This design comes from an exercise in tuning for a short achievable clock period and few clock cycles on the open sky130 flow, not from production work. The RTL was checked by simulation tests, not by an equivalence proof against the original design. Power and IR drop assume default switching activity.

<file path="config.mk">
export PLATFORM = sky130hd
export DESIGN_NAME = jericalla_evolucion
export DESIGN_NICKNAME = jericalla_evolucion
export VERILOG_FILES = /design/flow/design.v
export SDC_FILE = /design/flow/constraint.sdc
export NUM_CORES = 4
export LEC_CHECK = 0
export CAP_MARGIN = 20
export CORE_MARGIN = 2
export CORE_UTILIZATION = 40
export SLEW_MARGIN = 20
</file>
<file path="constraint.sdc">
create_clock -name core_clock -period 10.0 [get_ports {clk}]
set_input_delay 2.0000 -clock core_clock [delete_from_list [all_inputs] [get_ports {clk}]]
set_output_delay 2.0000 -clock core_clock [all_outputs]
set_load 0.01 [all_outputs]
</file>
<file path="design.v">
module contador_de_programa(
    input  wire       clk,
    input  wire       reset,
    input  wire [6:0] cantidad_instrucciones,
    output reg  [1:0] fase,
    output reg  [6:0] o_contador,
    output reg        done
);
wire [6:0] siguiente = o_contador + 7'd1;
always @(posedge clk) begin
    if (reset) begin
        fase       <= 2'd0;
        o_contador <= 7'd0;
        done       <= (cantidad_instrucciones == 7'd0);
    end else if (!done) begin
        if (fase == 2'd2) begin
            fase       <= 2'd0;
            o_contador <= siguiente;
            if (siguiente == cantidad_instrucciones)
                done <= 1'b1;
        end else begin
            fase <= fase + 2'd1;
        end
    end
end
endmodule
module unidad_control
(
    input  [3:0] instruction,
    output reg       write_enable_RB,
    output reg       read_ram,
    output reg       write_ram,
    output reg [3:0] alu_opcode,
    output reg       valido
);
always @* begin
    write_enable_RB = 1'b0;
    read_ram        = 1'b0;
    write_ram       = 1'b0;
    alu_opcode      = 4'b0000;
    valido          = 1'b1;
    case (instruction)
        4'b0000: begin write_enable_RB = 1'b1; alu_opcode = 4'b0000; end  
        4'b0001: begin write_enable_RB = 1'b1; alu_opcode = 4'b0001; end  
        4'b0010: begin write_enable_RB = 1'b1; alu_opcode = 4'b0010; end  
        4'b0011: begin write_enable_RB = 1'b1; alu_opcode = 4'b0110; end  
        4'b0100: begin write_enable_RB = 1'b1; alu_opcode = 4'b0111; end  
        4'b0101: begin write_enable_RB = 1'b1; alu_opcode = 4'b1100; end  
        4'b0110: write_ram = 1'b1;                                         
        4'b0111: read_ram  = 1'b1;                                         
        default: valido = 1'b0;                                            
    endcase
end
endmodule
module alu(
    input  [3:0]      op,
    input  [31:0]     din1_alu,
    input  [31:0]     din2_alu,
    output reg [31:0] result_alu
);
always @* begin
    case (op)
        4'b0000: result_alu = din1_alu & din2_alu;
        4'b0001: result_alu = din1_alu | din2_alu;
        4'b0010: result_alu = din1_alu + din2_alu;
        4'b0110: result_alu = din1_alu - din2_alu;
        4'b0111: result_alu = (din1_alu < din2_alu) ? 32'd1 : 32'd0;
        4'b1100: result_alu = ~(din1_alu | din2_alu);
        default: result_alu = 32'd0;
    endcase
end
endmodule
module banco_de_registros(
    input  wire        clk,
    input  wire        reset,
    input  wire [4:0]  read_address_1,
    input  wire [4:0]  read_address_2,
    input  wire [4:0]  write_address,
    input  wire [31:0] data_write,
    input  wire        write_enable,
    output wire [31:0] data_register_1,
    output wire [31:0] data_register_2
);
reg [31:0] mem [0:31];
function [31:0] valor_inicial(input [4:0] r);
    case (r)
        5'd0:  valor_inicial = 32'h000000DE;
        5'd1:  valor_inicial = 32'h0000006F;
        5'd2:  valor_inicial = 32'h00000064;
        5'd3:  valor_inicial = 32'h000000C8;
        5'd7:  valor_inicial = 32'h00000014;
        5'd8:  valor_inicial = 32'h00000015;
        5'd9:  valor_inicial = 32'h00000016;
        5'd10: valor_inicial = 32'h00000052;
        5'd11: valor_inicial = 32'h0000001B;
        5'd12: valor_inicial = 32'h7FFFFFF3;
        5'd16: valor_inicial = 32'h00000017;
        5'd17: valor_inicial = 32'h00000018;
        5'd18: valor_inicial = 32'h00000019;
        default: valor_inicial = 32'h00000000;
    endcase
endfunction
integer i;
always @(posedge clk) begin
    if (reset) begin
        for (i = 0; i < 32; i = i + 1)
            mem[i] <= valor_inicial(i[4:0]);
    end else if (write_enable) begin
        mem[write_address] <= data_write;
    end
end
assign data_register_1 = mem[read_address_1];
assign data_register_2 = mem[read_address_2];
endmodule
module ram(
    input  wire        clk,
    input  wire [31:0] address,
    input  wire [31:0] din,
    input  wire        write_enable,
    output wire [31:0] dout
);
reg [31:0] mem [0:31];
always @(posedge clk) begin
    if (write_enable)
        mem[address[4:0]] <= din;
end
assign dout = mem[address[4:0]];
endmodule
module jericalla_evolucion(
    input  wire        clk,
    input  wire        reset,
    input  wire [6:0]  cantidad_instrucciones,
    output wire [6:0]  imem_addr,
    input  wire [18:0] imem_data,
    output reg  [31:0] data_out,
    output reg         zf,
    output reg         valid,
    output wire        done
);
wire [1:0] fase;
wire [6:0] pc;
contador_de_programa contador_de_programa_inst(
    .clk(clk),
    .reset(reset),
    .cantidad_instrucciones(cantidad_instrucciones),
    .fase(fase),
    .o_contador(pc),
    .done(done)
);
assign imem_addr = pc;
wire       cu_we_rb, cu_read_ram, cu_write_ram, cu_valido;
wire [3:0] cu_alu_opcode;
unidad_control unidad_control_inst(
    .instruction(imem_data[18:15]),
    .write_enable_RB(cu_we_rb),
    .read_ram(cu_read_ram),
    .write_ram(cu_write_ram),
    .alu_opcode(cu_alu_opcode),
    .valido(cu_valido)
);
wire [31:0] rb_dr1, rb_dr2;
reg  [31:0] resultado;
reg        b1_we_rb, b1_read_ram, b1_write_ram, b1_valido;
reg [3:0]  b1_alu_opcode;
reg [4:0]  b1_rd;
reg [31:0] b1_dr1, b1_dr2;
reg        b2_we_rb, b2_valido;
reg [4:0]  b2_rd;
wire activo = !done;
banco_de_registros banco_de_registros_inst(
    .clk(clk),
    .reset(reset),
    .read_address_1(imem_data[9:5]),
    .read_address_2(imem_data[4:0]),
    .write_address(b2_rd),
    .data_write(resultado),
    .write_enable(activo && fase == 2'd2 && b2_we_rb),
    .data_register_1(rb_dr1),
    .data_register_2(rb_dr2)
);
wire [31:0] alu_result;
alu alu_inst(
    .op(b1_alu_opcode),
    .din1_alu(b1_dr1),
    .din2_alu(b1_dr2),
    .result_alu(alu_result)
);
wire [31:0] ram_dout;
ram ram_inst(
    .clk(clk),
    .address(b1_dr1),
    .din(b1_dr2),
    .write_enable(activo && fase == 2'd1 && b1_write_ram),
    .dout(ram_dout)
);
always @(posedge clk) begin
    if (reset) begin
        b1_we_rb  <= 1'b0;
        b1_read_ram <= 1'b0;
        b1_write_ram <= 1'b0;
        b1_valido <= 1'b0;
        b2_we_rb  <= 1'b0;
        b2_valido <= 1'b0;
        valid     <= 1'b0;
        zf        <= 1'b0;
    end else begin
        valid <= 1'b0;
        if (activo) begin
            case (fase)
                2'd0: begin
                    b1_we_rb      <= cu_we_rb;
                    b1_read_ram   <= cu_read_ram;
                    b1_write_ram  <= cu_write_ram;
                    b1_valido     <= cu_valido;
                    b1_alu_opcode <= cu_alu_opcode;
                    b1_rd         <= imem_data[14:10];
                    b1_dr1        <= rb_dr1;
                    b1_dr2        <= rb_dr2;
                end
                2'd1: begin
                    b2_we_rb  <= b1_we_rb;
                    b2_valido <= b1_valido;
                    b2_rd     <= b1_rd;
                    if (b1_read_ram)
                        resultado <= ram_dout;
                    else if (b1_write_ram)
                        resultado <= b1_dr2;
                    else
                        resultado <= alu_result;
                end
                default: begin
                    valid    <= b2_valido;
                    data_out <= resultado;
                    if (b2_we_rb)
                        zf <= (resultado == 32'd0);
                end
            endcase
        end
    end
end
endmodule
</file>
<file path="run.sh">
#!/bin/bash
# synth_recipe.tcl (not shown) runs the flow's synth.tcl, then flattens the netlist and writes it again
# the make line also repeats each setting of config.mk as NAME=value (left out here)
make -C /OpenROAD-flow-scripts/flow DESIGN_CONFIG=/design/flow/config.mk WORK_HOME=/design/flow/orfs CLKGATE_MAP_FILE= SYNTH_SCRIPT=/design/flow/synth_recipe.tcl finish
</file>
==> run summary <==
through the flow:
step           cell area (um2)  utilization, %  total power (uW)  hold slack [ns]
6_report                116000            44.9             21400            0.420
5_1_grt                 116000            44.9             21900            0.436
4_1_cts                 116000            44.9             21500            0.425
3_5_place_dp            109000            42.0             13000            0.414
3_3_place_gp            109000            42.0             13000            0.412
2_1_floorplan           104000               -             12200            0.400
area by class of cell:
cell class | instances | area (um2)
Tap cell | 3402 | 4260
Antenna cell | 9 | 22.5
Multi-Input combinational cell | 3214 | 35700
Clock buffer | 279 | 5920
Sequential cell | 2208 | 66100
Fill cell | 22100 | 143000
Inverter | 97 | 364
Clock inverter | 141 | 1480
Timing Repair Buffer | 292 | 2510
registers in the layout, summed over array words and instances (netlist names):
name / cells
b1_dr2: 32
b1_rd: 5
b1_write_ram: 1
contador_de_programa_inst.done: 1
contador_de_programa_inst.o_contador: 7
zf: 1
b1_read_ram: 1
banco_de_registros_inst.mem: 1024
b1_we_rb: 1
b1_alu_opcode: 4
resultado: 32
b2_we_rb: 1
data_out: 32
valid: 1
b1_valido: 1
ram_inst.mem: 1024
b2_valido: 1
b2_rd: 5
b1_dr1: 32
contador_de_programa_inst.fase: 2
cell families after synthesis:
logic type               Yosys count
multiplexers                     993
AO/OA/AOI/OAI                    484
AND/OR/NAND/NOR                 1599
XOR/XNOR                          31
adder cells (fa/ha/maj)          107
flip-flops                      2208
buffers and inverters            620
worst max path at each step:
stage	cells past startpoint	startpoint	slack, ns	to
after floorplan	3	reset	4.05	b1_alu_opcode[0]$_SDFFCE_PP0P_
after global placement	6	reset	3.71	banco_de_registros_inst.mem[20][26]$_SDFFCE_PN0P_
after detailed placement	6	reset	3.63	banco_de_registros_inst.mem[28][1]$_SDFFCE_PN0P_
after CTS	6	reset	4.54	banco_de_registros_inst.mem[28][27]$_SDFFCE_PN0P_
after global routing	6	reset	4.58	banco_de_registros_inst.mem[28][27]$_SDFFCE_PN0P_
final	6	reset	4.52	banco_de_registros_inst.mem[28][8]$_SDFFCE_PN0P_
layer usage:
layer	vias up	share of wire [%]	wire length [um]	global-route usage [%]
li1	24100	-	-	-
met1	31500	38	123000	31.1
met2	2776	50	163000	41.8
met3	632	8.0	25800	4.16
met4	2	4.0	12900	8.97
met5	-	0.0037	12	0
cell usage after synthesis, types with 15 or more instances:
cell          n  area share [%]
a21oi_1     161            0.78
a221o_1      15            0.14
a221oi_1     34            0.29
a22oi_1      42            0.30
a31oi_1      16           0.096
and2_1      874             5.3
buf_1        30            0.11
buf_2        83            0.40
buf_4        19            0.14
clkbuf_1    386             1.4
dfxtp_1      18            0.35
edfxtp_1   2190              63
ha_1        105             1.3
inv_1        91            0.33
mux2_2       66            0.72
mux2i_1      21            0.20
mux4_2      906              20
nand2_1     176            0.64
nand3_1      33            0.16
nand4_1      26            0.16
nor2_1      202            0.73
nor3_1      111            0.53
nor4_1       20            0.12
o2111ai_1    15            0.13
o211ai_1     15            0.11
o21ai_0      41            0.20
o21ai_1      23            0.11
o21bai_1     15            0.11
or2_2        35            0.21
or3_1        63            0.38
xnor2_1      22            0.19
power by group through the flow:
stage                     clock (uW)  combinational (uW)  sequential [uW]
after CTS                       8610                2280            10600
final                           8500                2300            10600
after floorplan                    0                1440            10800
after global placement             0                2250            10800
after global routing            8950                2430            10600
after detailed placement           0                2280            10800
critical path, stage by stage:
cell and delay [ns]:
buf_2 0.10, buf_4 0.20, nand3b_1 0.61, or3_4 0.96
nor2_4 0.96, or2_2 1.01
cell usage in the layout, fill, tap and decap left out, types with 21 or more instances in the layout:
cell	count
edfxtp_1	2190
mux4_2	906
and2_1	874
clkbuf_16	229
buf_4	212
nand2_1	174
a21oi_1	161
nor2_1	135
nor3_1	106
ha_1	105
inv_1	91
mux2_2	66
or3_1	62
clkdlybuf4s50_1	58
nor2_4	53
clkinv_1	52
clkbuf_1	50
clkinv_2	43
a22oi_1	42
o21ai_0	41
a221oi_1	34
nand3_1	32
or2_2	28
nand4_1	26
o21ai_1	23
xnor2_1	22
mux2i_1	21
==> run_results.csv <==
group,metric,value,unit
outcome,status,"finished clean",
logic_synthesis,synth_area_per_cell,17.2,um2
clocking,cts_hold_buf,0,
layout,final_cells,9642,
detailed_routing,wl_per_cell,33.6,um
pwr,pwr-share-comb,10.8,%
logic_synthesis,async_flop_share,0,%
timing,drv_slew,0,
pwr,clockPowerShare,39.8,%
run,maxCapViolCount,0,
floorplan,core_area,259000,um2
setup_path,end_kind,"flip-flop",
setup_path,critPathMaxFanout,63,
setup_path,r2r_cells,6,
min_path,min_to,"b2_rd[3]$_DFFE_PP_",
timing,hold_violations,0,
logic_synthesis,ys_seq_elements,2208,
detailed_routing,via_per_inst,6.12,
floorplan,die_h,514,um
timing,setup_ws,4.52,ns
detailed_routing,ant_nets,0,
clocking,cts_made_buffers,229,
place,numPlacedInstances,9207,
global_route,antenna_found_initial,26,
clocking,tritoncts,"yes",
pwr,power.density,183,nW/um2
logic_synthesis,synthesis.nets,6177,
pwr,p_int,16000,uW
logic_synthesis,synth-main-ff-cell,"edfxtp_1",
pwr,vdd_drop_max,194,uV
logic_synthesis,synthAdderAreaFrac,1.30,%
clocking,clk_pin_slew_worst_paths,0.06,ns
logic_synthesis,synth_cell_types,86,
timing,setup_viol,0,
timing,rsz0062_at_grt,"false",
logic_synthesis,syn_area,104000,um2
place,pre_cts_slack,3.63,ns
clocking,cts_root_buffer,"clkbuf_16",
detailed_routing,wl,324000,um
timing,period_needed,5.48,ns
place,portBuffers,69,
detailed_routing,first_pass_iters,5,
timing,fin_setup_tns,0,ns
setup_path,rr_startpoint,"contador_de_programa_inst.done$_DFF_P_",
floorplan,die_width,514,um
logic_synthesis,yosys_warnings,6,
clocking,htreeDepth,4,
logic_synthesis,synthXorXnorAreaFrac,0.261,%
timing,finalClockSkew,0.0638,ns
min_path,hp-start,"b1_rd[3]$_DFFE_PP_",
timing,slew_headroom,21.2,%
clocking,clock_latency,0.91,ns
pwr,sw_frac_of_total,24.9,%
logic_synthesis,synthSimpleGateAreaFrac,8.60,%
setup_path,required,10.47,ns
logic_synthesis,synth_top_family_by_area,"multiplexers",
clocking,cts_resized,0,
timing,worstMarginPinSlew,1.18,ns
clocking,cts_sinks,2208,
setup_path,cp.arrival,5.95,ns
pwr,p_leak,0.0382,uW
global_route,grt_pass1_vias,60400,
setup_path,r2r_slack,5.09,ns
logic_synthesis,synth_edf_count,2190,
logic_synthesis,seq_area_frac_synth,63.7,%
floorplan,boundaryPins,70,
pwr,power_frac_seq,49.4,%
detailed_routing,vias,59000,
global_route,grt_use_total,24.4,%
logic_synthesis,synth_compound_area_share,3.16,%
clocking,cts_setup_buffers,0,
min_path,whs_path_depth,0,
floorplan,row_count,187,
layout,drive_gt1_share,26.8,%
min_path,min_path_type,"flip-flop to flip-flop",
global_route,grt_pass1_wl,456000,um
global_route,grt_overflow,0,
timing,period_share,54.8,%
place,gp_congestion,0.855,
clocking,clock_path_buffers,3,
detailed_routing,drtIter0Drc,7319,
layout,areaGrowthSynthToFinish,12.1,%
detailed_routing,drc,0,
layout,fin_nets,6177,
setup_path,critPathKind,"primary input to flip-flop",
setup_path,r2r_end,"banco_de_registros_inst.mem[28][8]$_SDFFCE_PN0P_",
logic_synthesis,muxShareOfSynthArea,20.6,%
setup_path,worstSetupStartpointType,"primary input",
floorplan,start_util,40.1,%
place,dp_hpwl,190000,um
pwr,p_switching,5320,uW
floorplan,dieArea,264000,um2
global_route,grt_max_degree,129,
timing,fmax,182,MHz
logic_synthesis,syn_inst,6042,
Testbench counts, summed over its fixed seeds: cycles 15,903.

[afterwards: timing with drivers on the ports]
How much do the figures lean on ideal ports? The routed layout below was timed once more, with nothing changed but the port constraints. Step 1 assumes that a clkbuf_16 drives the clock port and a buf_2 every other input. Step 2 also shifts input and output timing later by t, the mid clock arrival at the registers, as if the neighbouring blocks saw the same clock. Three values: ideal ports, drivers, drivers and shift; two values: the first two.
t (ns): 0.988
setup WS [ns]: 4.519 / 4.601 / 3.613
worst slew at a driven data input, ns: 0.07
After both steps setup and hold are still met in this run. For this run, drivers alone change the setup slack by +0.082 ns; drivers and shift together by -0.906 ns.
